Context: an optimization exercise on an open-source flow, tuned for small area. The choices shown serve that exercise and are no tape-out recipe. Function was checked by simulation only, so behaviour that the tests miss may differ from the original. The clock input has no modelled driver; a real chip could not lean on it and would need a root buffer or a full tree. Power is estimated from default activity; no workload was simulated.

## v6
==> flow/design.v <==
`timescale 1ns / 1ps
module motor_driver_top(
        input [7:0] SW,
        input clk,
        input rst,
        input [15:0] adc_data,
        output [7:0] LED,
        output [3:0] AN,
        output [6:0] SEG,
        output [3:0] IN
    );
    assign LED = SW;
    reg [13:0] r;       
    reg [3:0] q;        
    reg [2:0] hi;       
    wire long = q[2] & ~(q[1] ^ q[0]);                             
    wire wrap = (r[13:1] == 13'b1100110011001) & (r[0] == long);   
    always @(posedge clk)
        if (rst) begin
            r <= 0; q <= 0; hi <= 0;
        end else if (wrap) begin
            r <= 0;
            if (q[3] & q[0]) begin           
                q <= 0;
                hi <= hi + 1'b1;
            end else
                q <= q + 1'b1;
        end else
            r <= r + 1'b1;
    reg [9:0] m;
    wire dec = (m[9:5] == 5'b11111) & m[3] & m[0];    
    wire s2  = (m[9:5] == 5'b11111) & m[3] & m[1];    
    wire ovf = (&adc_data[15:6]) & (adc_data[5] | (adc_data[4] & |adc_data[3:0]));
    always @(posedge clk)
        if (rst | s2 | (dec & ovf)) m <= 0;
        else m <= m + 1'b1;
    reg busy;
    always @(posedge clk)
        if (rst) busy <= 0;
        else if (dec & ~ovf) busy <= 1;
        else if (m[7] & ~m[9]) busy <= 0;
    wire [1:0] k = m[6:5];
    wire [1:0] j = m[1:0];
    wire pass = ~m[4] & ~(k[1] & k[0]);
    wire mask = (k[0] & (m[3:0] == 4'd15)) | (k[1] & (m[3:1] == 3'd7));
    wire dw = m[4] & (m[3:2] == 2'b00) & ~(k[1] & k[0]);
    wire stash = dw & ~m[1];
    wire dab = busy & dw;
    reg [15:0] W;
    reg d1, d2, cy;
    wire in = pass & ~mask & W[0];
    wire s0 = in ^ d2 ^ cy;
    wire s1 = (in & d2) | (in & cy) | (d2 & cy);
    always @(posedge clk) begin
        W <= {pass ? s0 : (busy & W[0]), W[15:1]} | ({16{dec}} & {adc_data[14:0], adc_data[15]});
        d1 <= pass ? in : (stash & s0);
        d2 <= d1;
        cy <= s1;
    end
    reg dbit;
    always @(*)
        case ({k[1], j})
            3'b0_00: dbit = k[0] ? (d2 & cy) : (d1 & d2 & cy);
            3'b0_01: dbit = k[0] ? d1 : (d2 ^ cy);
            3'b0_10: dbit = k[0] ? W[13] : d2;
            3'b0_11: dbit = k[0] ? W[11] : W[12];
            3'b1_00: dbit = cy;
            3'b1_01: dbit = W[14];
            3'b1_10: dbit = W[12];
            default: dbit = W[10];
        endcase
    reg [3:0] YH, YT, YO;
    reg YS;
    function [2:0] mod5;
        input [3:0] n;
        begin
            mod5[2] = (n[2] & ~n[1] & ~n[0]) | (n[3] & n[0]);
            mod5[1] = (~n[2] & n[1]) | (n[2] & n[1] & n[0]) | (n[3] & ~n[0]);
            mod5[0] = (~n[3] & ~n[2] & n[0]) | (n[2] & n[1] & ~n[0]) | (n[3] & ~n[0]);
        end
    endfunction
    function ge5;
        input [3:0] n;
        ge5 = n[3] | (n[2] & (n[1] | n[0]));
    endfunction
    always @(posedge clk)
        if (rst | s2) begin
            YH <= 0; YT <= 0; YO <= 0; YS <= 0;
        end else if (dab) begin
            YS <= YS | ge5(YH);
            YH <= {mod5(YH), ge5(YT)};
            YT <= {mod5(YT), ge5(YO)};
            YO <= {mod5(YO), dbit};
        end
    reg [3:0] VH, VT, VO;
    reg VG;
    always @(posedge clk)
        if (rst) begin
            VH <= 0; VT <= 0; VO <= 0; VG <= 0;
        end else if (dec & ovf) begin
            VH <= 0; VT <= 4'd9; VO <= 4'd6; VG <= 1;     
        end else if (s2) begin
            VH <= YH; VT <= YT; VO <= YO; VG <= YS | (YH[3] & YH[0]);    
        end
    reg flag;
    always @(posedge clk)
        if (rst) flag <= 0;
        else flag <= VG;
    wire [1:0] sel = hi[2:1];
    wire [3:0] dig = sel[1] ? (sel[0] ? VO : VT) : VH;
    reg [6:0] seg;
    always @(*)
        case (dig)
            4'd0: seg = 7'b1000000;
            4'd1: seg = 7'b1111001;
            4'd2: seg = 7'b0100100;
            4'd3: seg = 7'b0110000;
            4'd4: seg = 7'b0011001;
            4'd5: seg = 7'b0010010;
            4'd6: seg = 7'b0000010;
            4'd7: seg = 7'b1111000;
            default: seg = dig[0] ? 7'b0011000 : 7'b0000000;
        endcase
    assign SEG = (sel == 2'd0) ? {1'b0, SW[7], 3'b011, 1'b1, SW[7]} : seg;
    assign AN = ~(4'b1000 >> sel);
    reg p;
    always @(*)
        case (SW[6:0])
            7'b0000001: p = q < 4'd3;
            7'b0000010: p = q < 4'd4;
            7'b0000100: p = q < 4'd5;
            7'b0001000: p = q < 4'd6;
            7'b0010000: p = q < 4'd7;
            7'b0100000: p = q < 4'd8;
            7'b1000000: p = q < 4'd9;
            default: p = 1'b0;
        endcase
    reg inA, inB;
    always @(posedge clk)
        if (rst) begin
            inA <= 0; inB <= 0;
        end else begin
            inA <= p & SW[7] & ~flag;
            inB <= p & ~SW[7] & ~flag;
        end
    assign IN = {inA, inB, inB, inA};
endmodule
Settings: LEC_CHECK=0, CAP_MARGIN=20, CORE_MARGIN=2, CORE_UTILIZATION=40, SLEW_MARGIN=20; clock period 100.0 ns.
standard.sh (not shown) runs the stock make flow with config.mk's settings and CLKGATE_MAP_FILE= SYNTH_SCRIPT=/design/flow/synth_recipe.tcl, a recipe that flattens the netlist after the stock synthesis.
==> flow/flow/run.sh <==
#!/bin/bash
# ORFS layout of the standard synthesis, with three changes:
#  - after the standard synthesis, its combinational cells are mapped again
#    by ABC for area (remap.tcl); the registers, their cells and their names
#    are the standard synthesis's, untouched;
#  - port buffers are sky130_fd_sc_hd__buf_1 instead of the default cell;
#  - clock tree synthesis adds no dummy loads.
# Each tool's output goes to its own log file in this folder.
set -euo pipefail
ARGS=("BUFFER_PORTS_ARGS=-buffer_cell sky130_fd_sc_hd__buf_1"
      "CTS_ARGS=-sink_clustering_enable -repair_clock_nets -dont_use_dummy_load")
bash standard.sh "${ARGS[@]}" synth > standard_synth.log 2>&1
R=$PWD/orfs/results/$FLOW_PLATFORM/motor_driver_top/base
cp $R/1_2_yosys.v standard_netlist.v
LIB=$FLOW_HOME/platforms/$FLOW_PLATFORM/lib/sky130_fd_sc_hd__tt_025C_1v80.lib \
  IN_V=standard_netlist.v OUT_V=remapped_netlist.v ABC_SCRIPT=$PWD/flow/area.abc \
  yosys -c flow/remap.tcl > remap.log 2>&1
cp remapped_netlist.v $R/1_2_yosys.v
rm -f $R/1_synth.odb $R/1_synth.sdc
bash standard.sh "${ARGS[@]}" finish > standard_finish.log 2>&1
Other scripts of this flow, unchanged in this note and not shown: flow/flow/area.abc, flow/flow/remap.tcl
v6 has completed all stages; timing, DRC and antenna checks passed.
> inputs changed (v6 -> v7)
-- flow/design.v --
<<< v6, line 11
    );
    assign LED = SW;
    reg [13:0] r;       
    reg [3:0] q;        
    reg [2:0] hi;       
    wire long = q[2] & ~(q[1] ^ q[0]);                             
    wire wrap = (r[13:1] == 13'b1100110011001) & (r[0] == long);   
    always @(posedge clk)
        if (rst) begin
            r <= 0; q <= 0; hi <= 0;
        end else if (wrap) begin
            r <= 0;
            if (q[3] & q[0]) begin           
                q <= 0;
                hi <= hi + 1'b1;
            end else
                q <= q + 1'b1;
        end else
            r <= r + 1'b1;
    reg [9:0] m;
    wire dec = (m[9:5] == 5'b11111) & m[3] & m[0];    
>>> v7, line 11
    );
    assign LED = SW;
    reg [19:0] cnt;
    always @(posedge clk)
        if (rst) cnt <= 0;
        else cnt <= cnt + 1'b1;
    reg [9:0] m;
    wire dec = (m[9:5] == 5'b11111) & m[3] & m[0];    
<<< v6, line 107
        if (rst) flag <= 0;
        else flag <= VG;
    wire [1:0] sel = hi[2:1];
    wire [3:0] dig = sel[1] ? (sel[0] ? VO : VT) : VH;
    reg [6:0] seg;
>>> v7, line 94
        if (rst) flag <= 0;
        else flag <= VG;
    wire [1:0] sel = cnt[19:18];
    wire [3:0] dig = sel[1] ? (sel[0] ? VO : VT) : VH;
    reg [6:0] seg;
<<< v6, line 124
    assign SEG = (sel == 2'd0) ? {1'b0, SW[7], 3'b011, 1'b1, SW[7]} : seg;
    assign AN = ~(4'b1000 >> sel);
    reg p;
    always @(*)
        case (SW[6:0])
            7'b0000001: p = q < 4'd3;
            7'b0000010: p = q < 4'd4;
            7'b0000100: p = q < 4'd5;
            7'b0001000: p = q < 4'd6;
            7'b0010000: p = q < 4'd7;
            7'b0100000: p = q < 4'd8;
            7'b1000000: p = q < 4'd9;
            default: p = 1'b0;
        endcase
>>> v7, line 111
    assign SEG = (sel == 2'd0) ? {1'b0, SW[7], 3'b011, 1'b1, SW[7]} : seg;
    assign AN = ~(4'b1000 >> sel);
    wire [16:0] t = cnt[16:0];
    reg p;
    always @(*)
        case (SW[6:0])
            7'b0000001: p = t < 17'd39321;
            7'b0000010: p = t < 17'd52428;
            7'b0000100: p = t < 17'd65536;
            7'b0001000: p = t < 17'd78643;
            7'b0010000: p = t < 17'd91750;
            7'b0100000: p = t < 17'd104858;
            7'b1000000: p = t < 17'd117965;
            default: p = 1'b0;
        endcase
v7 finished every stage and its layout cleared the timing, design-rule and antenna checks. On effective utilization at floorplan: v7 sits above v6. Taking v6 as the reference point, the finished layout cell area of v7 rises by 3.3%. Power went down by a few percent going from v6 to v7. First-iteration DRC count grows by a few percent when moving from v6 to v7. Re instance count of the mapped netlist: v7 is 39 up on v6. Taking v6 as the reference, in v7 combinational share of power shows a reduction of 1.2 points, non-clock buffer count shows an increase of 2, slew at the pin with the worst max-slew slack shows a reduction of 0.0088 ns, total of cells resized after clock tree synthesis shows no meaningful change. Worst hold-check slack: v7 vs v6 up 0.013 ns. Sort v6 and v7 by multi-input combinational cell area, ascending, and v6 comes first. As far as logic depth of the worst setup path including buffers goes, v7 and v6 are indistinguishable; the numbers are identical. Relative to v6, first-pass GRT wire length has increased by about 12% in v7.

========
Starts from the design.v that is shown in full above.
export LEC_CHECK = 0
export CAP_MARGIN = 20
export CORE_MARGIN = 2
export CORE_UTILIZATION = 40
export SLEW_MARGIN = 20
create_clock -name core_clock -period 100.0 [get_ports {clk}]
==> flow/flow/run.sh <==
#!/bin/bash
# ORFS layout of the standard synthesis, with these changes:
#  - after the standard synthesis, its combinational cells are mapped again
#    by ABC for area (remap.tcl, area.abc); the registers, their cells and
#    their names are the standard synthesis's, untouched;
#  - port buffers are sky130_fd_sc_hd__buf_1 instead of the default cell;
#  - the clock tree is a few large clock buffers, each driving a cluster of
#    registers (clkbuf.tcl), if the register clock pins' slew stays well
#    under the limit; otherwise ORFS's clock tree synthesis without dummy
#    loads.
# Each tool's output goes to its own log file in this folder.
set -euo pipefail
ARGS=("BUFFER_PORTS_ARGS=-buffer_cell sky130_fd_sc_hd__buf_1"
      "CTS_ARGS=-sink_clustering_enable -repair_clock_nets -dont_use_dummy_load")
bash standard.sh "${ARGS[@]}" synth > standard_synth.log 2>&1
R=$PWD/orfs/results/$FLOW_PLATFORM/motor_driver_top/base
PLAT=$FLOW_HOME/platforms/$FLOW_PLATFORM
cp $R/1_2_yosys.v standard_netlist.v
LIB=$PLAT/lib/sky130_fd_sc_hd__tt_025C_1v80.lib \
  IN_V=standard_netlist.v OUT_V=remapped_netlist.v ABC_SCRIPT=$PWD/flow/area.abc \
  yosys -c flow/remap.tcl > remap.log 2>&1
cp remapped_netlist.v $R/1_2_yosys.v
rm -f $R/1_synth.odb $R/1_synth.sdc
bash standard.sh "${ARGS[@]}" place > standard_place.log 2>&1
# clock buffers: the first configuration whose worst register clock-pin
# slew (placement parasitics) is at most 110 ps
done_cts=0
for cfg in "3 sky130_fd_sc_hd__clkbuf_16" "4 sky130_fd_sc_hd__clkbuf_16"; do
  set -- $cfg
  log=clkbuf_${1}.log
  PLAT=$PLAT IN_ODB=$R/3_place.odb IN_SDC=$R/3_place.sdc \
    OUT_ODB=$PWD/clkbuf_try.odb OUT_SDC=$PWD/clkbuf_try.sdc \
    CLKBUF_CELL=$2 CLKBUF_K=$1 CLKROOT_CELL=sky130_fd_sc_hd__clkbuf_4 \
    openroad -no_init -exit flow/clkbuf.tcl > $log 2>&1 || continue
  worst=$(sed -n '/CLOCK PIN SLEWS/,$p' $log | grep '/CLK ^' | awk '{print $3; print $5}' | cut -d: -f1 | sort -g | tail -1)
  echo "$cfg: worst clock pin slew $worst" >> clkbuf_choice.log
  if [[ -n "$worst" ]] && awk -v w="$worst" 'BEGIN { exit !(w <= 0.110) }'; then
    cp clkbuf_try.odb $R/4_1_cts.odb
    cp $R/4_1_cts.odb $R/4_cts.odb
    cp clkbuf_try.sdc $R/4_cts.sdc
    done_cts=1
    echo "chosen: $cfg" >> clkbuf_choice.log
    break
  fi
done
[[ $done_cts == 1 ]] || echo "chosen: ORFS clock tree synthesis" >> clkbuf_choice.log
bash standard.sh "${ARGS[@]}" finish > standard_finish.log 2>&1
Other scripts of this flow, unchanged in this note and not shown: flow/flow/area.abc, flow/flow/clkbuf.tcl, flow/flow/remap.tcl
Rerun with:
--- a/flow/design.v
+++ b/flow/design.v
@@ -9,25 +9,25 @@
         output [6:0] SEG,
         output [3:0] IN
     );
     assign LED = SW;
-    reg [13:0] r;       
+    reg [13:0] r;
     reg [3:0] q;        
     reg [2:0] hi;       
-    wire long = q[2] & ~(q[1] ^ q[0]);                             
-    wire wrap = (r[13:1] == 13'b1100110011001) & (r[0] == long);   
+    wire wrap = (r == 14'b10101101110101);                    
+    wire long_next = ~q[3] & q[1] & (q[2] ^ q[0]);            
     always @(posedge clk)
         if (rst) begin
             r <= 0; q <= 0; hi <= 0;
         end else if (wrap) begin
-            r <= 0;
-            if (q[3] & q[0]) begin           
+            r <= {long_next, 13'd0};                          
+            if (q[3] & q[0]) begin                            
                 q <= 0;
                 hi <= hi + 1'b1;
             end else
                 q <= q + 1'b1;
         end else
-            r <= r + 1'b1;
+            r <= {r[12:0], ~(r[13] ^ r[12] ^ r[11] ^ r[1])};
     reg [9:0] m;
     wire dec = (m[9:5] == 5'b11111) & m[3] & m[0];    
     wire s2  = (m[9:5] == 5'b11111) & m[3] & m[1];    
     wire ovf = (&adc_data[15:6]) & (adc_data[5] | (adc_data[4] & |adc_data[3:0]));
Sequential share of layout area rose by 1.2 points.
Cell count fell by 4.7%.
Area after synthesis fell by about 3%.
Cell area fell by about 2.7%.
Power fell by 3.0%.
Sequential cell count is unchanged.
Routed wire length fell by about 3.6%.
Global-route usage rose by 0.25 points.
Combinational power fell by about 20%.
Synthesized cell count fell by about 6%.
Setup slack barely changes.
Sequential power fell by about 3%.
Register-to-register slack is worse by 0.03 ns.
No run of this note takes its clock network from TritonCTS; it comes from the design's own scripts or RTL.

port drivers added, routing unchanged:
Ports are ideal in the flow. The routed layouts listed here were re-timed in OpenROAD.
Step 1: set_driving_cell puts a clkbuf_16 on clk and a buf_2 on each other input, an assumption about the parent block.
Step 2 times the ports against the registers' clock, not the clock port: input delays grow and output delays shrink by t, the midpoint of the rising clock arrivals with the driver on.
Slacks: ideal ports / drivers / drivers and shift; pairs: ideal ports / drivers.
run	t, ns	setup slack, ns	worst setup path after step 2	slew at the worst register clock pin (ns)	worst data-port slew with drivers (ns)
v6	0.379	59.528 / 59.506 / 59.506	input to output	0.08 / 0.08	0.03
v7	0.365	59.534 / 59.512 / 59.512	input to output	0.09 / 0.09	0.03
the first run of note 2	0.222	59.528 / 59.506 / 59.506	input to output	0.09 / 0.09	0.03
the second run of note 2	0.220	59.527 / 59.505 / 59.505	input to output	0.09 / 0.09	0.03
After both steps setup and hold are still met in every run listed.
